This is an optimization exercise on Yosys and OpenROAD, whose aim is small area and a short achievable clock period, not a production implementation.
Where RTL was checked, it was by simulation tests only, not by an equivalence proof against the original.
Power and IR drop assume default switching activity.

==> maple: inputs <==
==> flow/design.v <==
`timescale 1ns / 1ps
module Instruction_Fetch( clk,
                          reset,
                          pc
                        );
    input clk;
    input reset;
    output [31:0] pc;
    reg [31:2] pc_q;
    wire [31:2] pfx [0:5];
    assign pfx[0] = pc_q;
    genvar l, i;
    generate
        for (l = 0; l < 5; l = l + 1) begin : lvl
            for (i = 2; i < 32; i = i + 1) begin : bit_
                if (((i - 2) >> l) & 1)
                    assign pfx[l+1][i] = pfx[l][i] & pfx[l][((((i - 2) >> l) << l) - 1) + 2];
                else
                    assign pfx[l+1][i] = pfx[l][i];
            end
        end
    endgenerate
    wire [31:2] carry = {pfx[5][30:2], 1'b1};
    always @(posedge clk or posedge reset) begin
        if (reset)
            pc_q <= 30'd0;
        else
            pc_q <= pc_q ^ carry;
    end
    assign pc = {pc_q, 2'b00};
endmodule
`timescale 1ns / 1ps
module Instruction_decode( instruction,
                           rs1,
                           rs2,
                           rd,
                           is_imm,
                           inv,
                           sel_add,
                           sel_slt,
                           sel_sltu,
                           sel_xor,
                           sel_or,
                           sel_and,
                           sel_sll,
                           sel_sr,
                           arith,
                           imm
                        );
    input [31:0] instruction;
    output [4:0] rs1;
    output [4:0] rs2;
    output [4:0] rd;
    output is_imm;                       
    output inv;                          
    output sel_add, sel_slt, sel_sltu, sel_xor, sel_or, sel_and, sel_sll, sel_sr;
    output arith;                        
    output [31:0] imm;
    wire [6:0] opcode = instruction[6:0];
    wire [2:0] funct3 = instruction[14:12];
    wire [6:0] funct7 = instruction[31:25];
    assign rd  = instruction[11:7];
    assign rs1 = instruction[19:15];
    assign rs2 = instruction[24:20];
    assign imm = {{20{instruction[31]}}, instruction[31:20]};
    wire op_i = (opcode == 7'b0010011);
    wire op_r = (opcode == 7'b0110011);
    wire f7_0 = (funct7 == 7'b0000000);
    wire f7_s = (funct7 == 7'b0100000);
    wire base = op_i | (op_r & f7_0);    
    assign is_imm   = op_i;
    assign sel_add  = (funct3 == 3'b000) & (op_i | (op_r & (f7_0 | f7_s)));
    assign sel_slt  = (funct3 == 3'b010) & base;
    assign sel_sltu = (funct3 == 3'b011) & base;
    assign sel_xor  = (funct3 == 3'b100) & base;
    assign sel_or   = (funct3 == 3'b110) & base;
    assign sel_and  = (funct3 == 3'b111) & base;
    assign sel_sll  = (funct3 == 3'b001) & base;
    assign sel_sr   = (funct3 == 3'b101) & (op_i | op_r) & (f7_0 | f7_s);
    assign arith    = f7_s;
    assign inv      = ((funct3 == 3'b000) & op_r & f7_s) | sel_slt | sel_sltu;
endmodule
`timescale 1ns / 1ps
module Register_File( clk,
                      rs1,
                      rs2,
                      rd,
                      rd1,
                      rd2,
                      wd
                    );
    input clk;
    input [4:0] rs1;
    input [4:0] rs2;
    input [4:0] rd;                                                          
    input [31:0] wd;
    output reg [31:0] rd1;
    output reg [31:0] rd2;
    wire [32*32-1:0] q;
    assign q[31:0] = 32'd0;
    genvar g;
    generate
        for (g = 1; g < 32; g = g + 1) begin : x
            reg [31:0] r;
            always @(posedge clk)
                if (rd == g)
                    r <= wd;
            assign q[32*g +: 32] = r;
        end
    endgenerate
    integer k;
    always @(*) begin
        rd1 = 32'd0;
        rd2 = 32'd0;
        for (k = 1; k < 32; k = k + 1) begin
            rd1 = rd1 | ({32{rs1 == k}} & q[32*k +: 32]);
            rd2 = rd2 | ({32{rs2 == k}} & q[32*k +: 32]);
        end
    end
endmodule
`timescale 1ns / 1ps
module Execution_Unit_ALU( op1,
                           op2,
                           inv,
                           sel_add,
                           sel_slt,
                           sel_sltu,
                           sel_xor,
                           sel_or,
                           sel_and,
                           sel_sll,
                           sel_sr,
                           sh1,
                           sh2,
                           sh3,
                           sra,
                           result
                         );
    input [31:0] op1;
    input [31:0] op2;
    input inv;
    input sel_add, sel_slt, sel_sltu, sel_xor, sel_or, sel_and, sel_sll, sel_sr;
    input [7:0] sh1;                     
    input [3:0] sh2;                     
    input [1:0] sh3;                     
    input sra;                           
    output [31:0] result;
    wire [33:0] sum_x = {1'b0, op1, 1'b1} + {1'b0, op2, inv};
    wire [31:0] sum = sum_x[32:1];
    wire cout = sum_x[33];
    wire sltu = ~cout;
    wire slt  = cout ^ op1[31] ^ op2[31];
    wire fill = sra & op1[31];          
    reg [31:0] t1, t2, t3, rev;
    integer i, k;
    always @(*) begin
        for (i = 0; i < 32; i = i + 1) begin
            t1[i] = 1'b0;
            for (k = 0; k < 4; k = k + 1) begin
                t1[i] = t1[i] | (sh1[k]   & ((i + k < 32) ? op1[i + k] : fill))
                              | (sh1[4+k] & ((i + k < 32) ? op1[31 - i - k] : 1'b0));
            end
        end
        for (i = 0; i < 32; i = i + 1) begin
            t2[i] = 1'b0;
            for (k = 0; k < 4; k = k + 1)
                t2[i] = t2[i] | (sh2[k] & ((i + 4*k < 32) ? t1[i + 4*k] : fill));
        end
        for (i = 0; i < 32; i = i + 1) begin
            t3[i] = (sh3[0] & t2[i]) | (sh3[1] & ((i + 16 < 32) ? t2[i + 16] : fill));
            rev[31 - i] = t3[i];
        end
    end
    assign result = ({32{sel_add}} & sum[31:0])
                  | ({32{sel_xor}} & (op1 ^ op2))
                  | ({32{sel_or}}  & (op1 | op2))
                  | ({32{sel_and}} & (op1 & op2))
                  | ({32{sel_sr}}  & t3)
                  | ({32{sel_sll}} & rev)
                  | {31'd0, (sel_slt & slt) | (sel_sltu & sltu)};
endmodule
`timescale 1ns / 1ps
module Top_Phase1( clk,
            reset,
            imem_data,
            pc,
            wb_rd,
            wb_data
    );
    input clk;
    input reset;
    input [31:0] imem_data;                                              
    output [31:0] pc;                                                    
    output [4:0] wb_rd;                                                  
    output [31:0] wb_data;                                               
    Instruction_Fetch IF( .clk(clk),
                          .reset(reset),
                          .pc(pc)
                        );
    wire [4:0] n_rs1, n_rs2, n_rd;
    wire n_is_imm, n_inv;
    wire n_add, n_slt, n_sltu, n_xor, n_or, n_and, n_sll, n_sr, n_arith;
    wire [31:0] n_imm;
    Instruction_decode ID( .instruction(imem_data),
                           .rs1(n_rs1),
                           .rs2(n_rs2),
                           .rd(n_rd),
                           .is_imm(n_is_imm),
                           .inv(n_inv),
                           .sel_add(n_add),
                           .sel_slt(n_slt),
                           .sel_sltu(n_sltu),
                           .sel_xor(n_xor),
                           .sel_or(n_or),
                           .sel_and(n_and),
                           .sel_sll(n_sll),
                           .sel_sr(n_sr),
                           .arith(n_arith),
                           .imm(n_imm)
                         );
    reg [4:0]  rd_q;                                                     
    reg [31:0] a_q, b_q;                                                 
    reg inv_q, add_q, slt_q, sltu_q, xor_q, or_q, and_q, sll_q, sr_q, sra_q;
    reg [7:0] sh1_q;
    reg [3:0] sh2_q;
    reg [1:0] sh3_q;
    wire [31:0] alu_result;
    wire [31:0] rf1, rf2;
    Register_File RF( .clk(clk),
                      .rs1(n_rs1),
                      .rs2(n_rs2),
                      .rd(rd_q),
                      .rd1(rf1),
                      .rd2(rf2),
                      .wd(alu_result)
                    );
    wire byp1 = (rd_q != 5'd0) && (n_rs1 == rd_q);
    wire byp2 = (rd_q != 5'd0) && (n_rs2 == rd_q) && !n_is_imm;
    wire [31:0] a_d = byp1 ? alu_result : rf1;
    wire [31:0] b_slow = (n_is_imm ? n_imm : rf2) ^ {32{n_inv}};
    wire [31:0] b_d = byp2 ? (alu_result ^ {32{n_inv}}) : b_slow;
    wire [4:0] shamt = n_is_imm ? n_imm[4:0] : (byp2 ? alu_result[4:0] : rf2[4:0]);
    always @(posedge clk or posedge reset) begin
        if (reset)
            rd_q <= 5'd0;
        else
            rd_q <= n_rd;
    end
    integer j;
    always @(posedge clk) begin
        a_q    <= a_d;
        b_q    <= b_d;
        inv_q  <= n_inv;
        add_q  <= n_add;
        slt_q  <= n_slt;
        sltu_q <= n_sltu;
        xor_q  <= n_xor;
        or_q   <= n_or;
        and_q  <= n_and;
        sll_q  <= n_sll;
        sr_q   <= n_sr;
        sra_q  <= n_sr & n_arith;
        for (j = 0; j < 4; j = j + 1) begin
            sh1_q[j]   <= !n_sll && (shamt[1:0] == j);
            sh1_q[4+j] <=  n_sll && (shamt[1:0] == j);
            sh2_q[j]   <= (shamt[3:2] == j);
        end
        sh3_q[0] <= !shamt[4];
        sh3_q[1] <=  shamt[4];
    end
    Execution_Unit_ALU ALU( .op1(a_q),
                            .op2(b_q),
                            .inv(inv_q),
                            .sel_add(add_q),
                            .sel_slt(slt_q),
                            .sel_sltu(sltu_q),
                            .sel_xor(xor_q),
                            .sel_or(or_q),
                            .sel_and(and_q),
                            .sel_sll(sll_q),
                            .sel_sr(sr_q),
                            .sh1(sh1_q),
                            .sh2(sh2_q),
                            .sh3(sh3_q),
                            .sra(sra_q),
                            .result(alu_result)
                          );
    assign wb_rd   = rd_q;
    assign wb_data = alu_result;
endmodule
==> flow/run.sh <==
#!/bin/bash
# synth_recipe.tcl (not shown) runs the flow's synth.tcl, then flattens the netlist and writes it again
# the make line also repeats each setting of config.mk as NAME=value (left out here)
make -C /OpenROAD-flow-scripts/flow DESIGN_CONFIG=/design/flow/config.mk WORK_HOME=/design/flow/orfs CLKGATE_MAP_FILE= SYNTH_SCRIPT=/design/flow/synth_recipe.tcl finish
==> flow/config.mk <==
export PLATFORM = sky130hd
export DESIGN_NAME = Top_Phase1
export DESIGN_NICKNAME = Top_Phase1
export VERILOG_FILES = /design/flow/design.v
export SDC_FILE = /design/flow/constraint.sdc
export NUM_CORES = 4
export LEC_CHECK = 0
export CAP_MARGIN = 20
export CORE_MARGIN = 2
export CORE_UTILIZATION = 45
export CTS_CLUSTER_DIAMETER = 100
export CTS_CLUSTER_SIZE = 25
export SETUP_SLACK_MARGIN = 5
export SLEW_MARGIN = 20
export TNS_END_PERCENT = 100
==> flow/constraint.sdc <==
create_clock -name core_clock -period 10.0 [get_ports {clk}]
set_input_delay 2.0000 -clock core_clock [delete_from_list [all_inputs] [get_ports {clk}]]
set_output_delay 2.0000 -clock core_clock [all_outputs]
set_load 0.01 [all_outputs]
==> inputs of raven, as changes to maple <==
--- a/flow/design.v
+++ b/flow/design.v
@@ -146,7 +146,6 @@
     input sra;                           
     output [31:0] result;
-    wire [33:0] sum_x = {1'b0, op1, 1'b1} + {1'b0, op2, inv};
-    wire [31:0] sum = sum_x[32:1];
-    wire cout = sum_x[33];
+    wire [32:0] sum = {1'b0, op1} + {1'b0, op2} + {32'd0, inv};
+    wire cout = sum[32];
     wire sltu = ~cout;
     wire slt  = cout ^ op1[31] ^ op2[31];
--- a/flow/config.mk
+++ b/flow/config.mk
@@ -8,8 +8,4 @@
 export CAP_MARGIN = 20
 export CORE_MARGIN = 2
-export CORE_UTILIZATION = 45
-export CTS_CLUSTER_DIAMETER = 100
-export CTS_CLUSTER_SIZE = 25
-export SETUP_SLACK_MARGIN = 5
+export CORE_UTILIZATION = 40
 export SLEW_MARGIN = 20
-export TNS_END_PERCENT = 100
==> notes <==
- raven completed with no timing, DRC or antenna violations. maple ran to the end with no violations.
- Non-clock buffer count: maple is higher than raven (340).
- Sequential power: maple is lower than raven (about 0.9%).
- Against raven, the synthesized cell count of maple is higher by about 0.46%.
- Between maple and raven, the lower hold slack is in maple (gap 0.0081 ns).
- In raven the via count is lower than in maple, by 5.2%.
==> figures <==
	maple	raven
Result of the run	complete, no violations	complete, no violations
Maximum number of pins on one net before global-route repair	39	37
Post-synthesis instance area	51000 um^2	51100 um^2
Height of the die	341 um	361 um
Count of buffering cells on the critical path with inverters included	4	3
Initial antenna violation count	20	14
Syn avg cell area	12.9 um^2	13.0 um^2
Dpl cells	5374	5502
Count of cells along the worst register-to-register path	19	12
Clk pwr share	0.261	0.398
Insertion delay to the later sink of the worst-skew pair	0.73 ns	0.74 ns
Initial standard-cell utilization of the core	0.454	0.402
No functional check of the RTL was part of raven.

[static timing again, ports no longer ideal]
The results above use ideal ports. As a check the final layouts listed here were re-extracted and re-timed, cells and wires unchanged. Step 1 assumes that a clkbuf_16 drives the clock port and a buf_2 every other input. Step 2, shift: input delay + t, output delay - t, t = (earliest + latest rising clock arrival at the registers) / 2. This alone moves slack from input paths to output paths. Slacks: no drivers / after step 1 / after step 2; pairs: no drivers / after step 1.
run	t (ns)	setup slack, ns	clock arrival spread, ns	worst register clock-pin slew, ns
maple	0.782	4.407 / 4.332 / 3.966	0.043 / 0.043	0.12 / 0.12
raven	0.802	2.636 / 2.559 / 3.361	0.035 / 0.036	0.07 / 0.07
After both steps every run listed still meets setup and hold. The setup slack of maple, which loses most, moves by -0.075 ns with the drivers and by -0.441 ns with both steps.
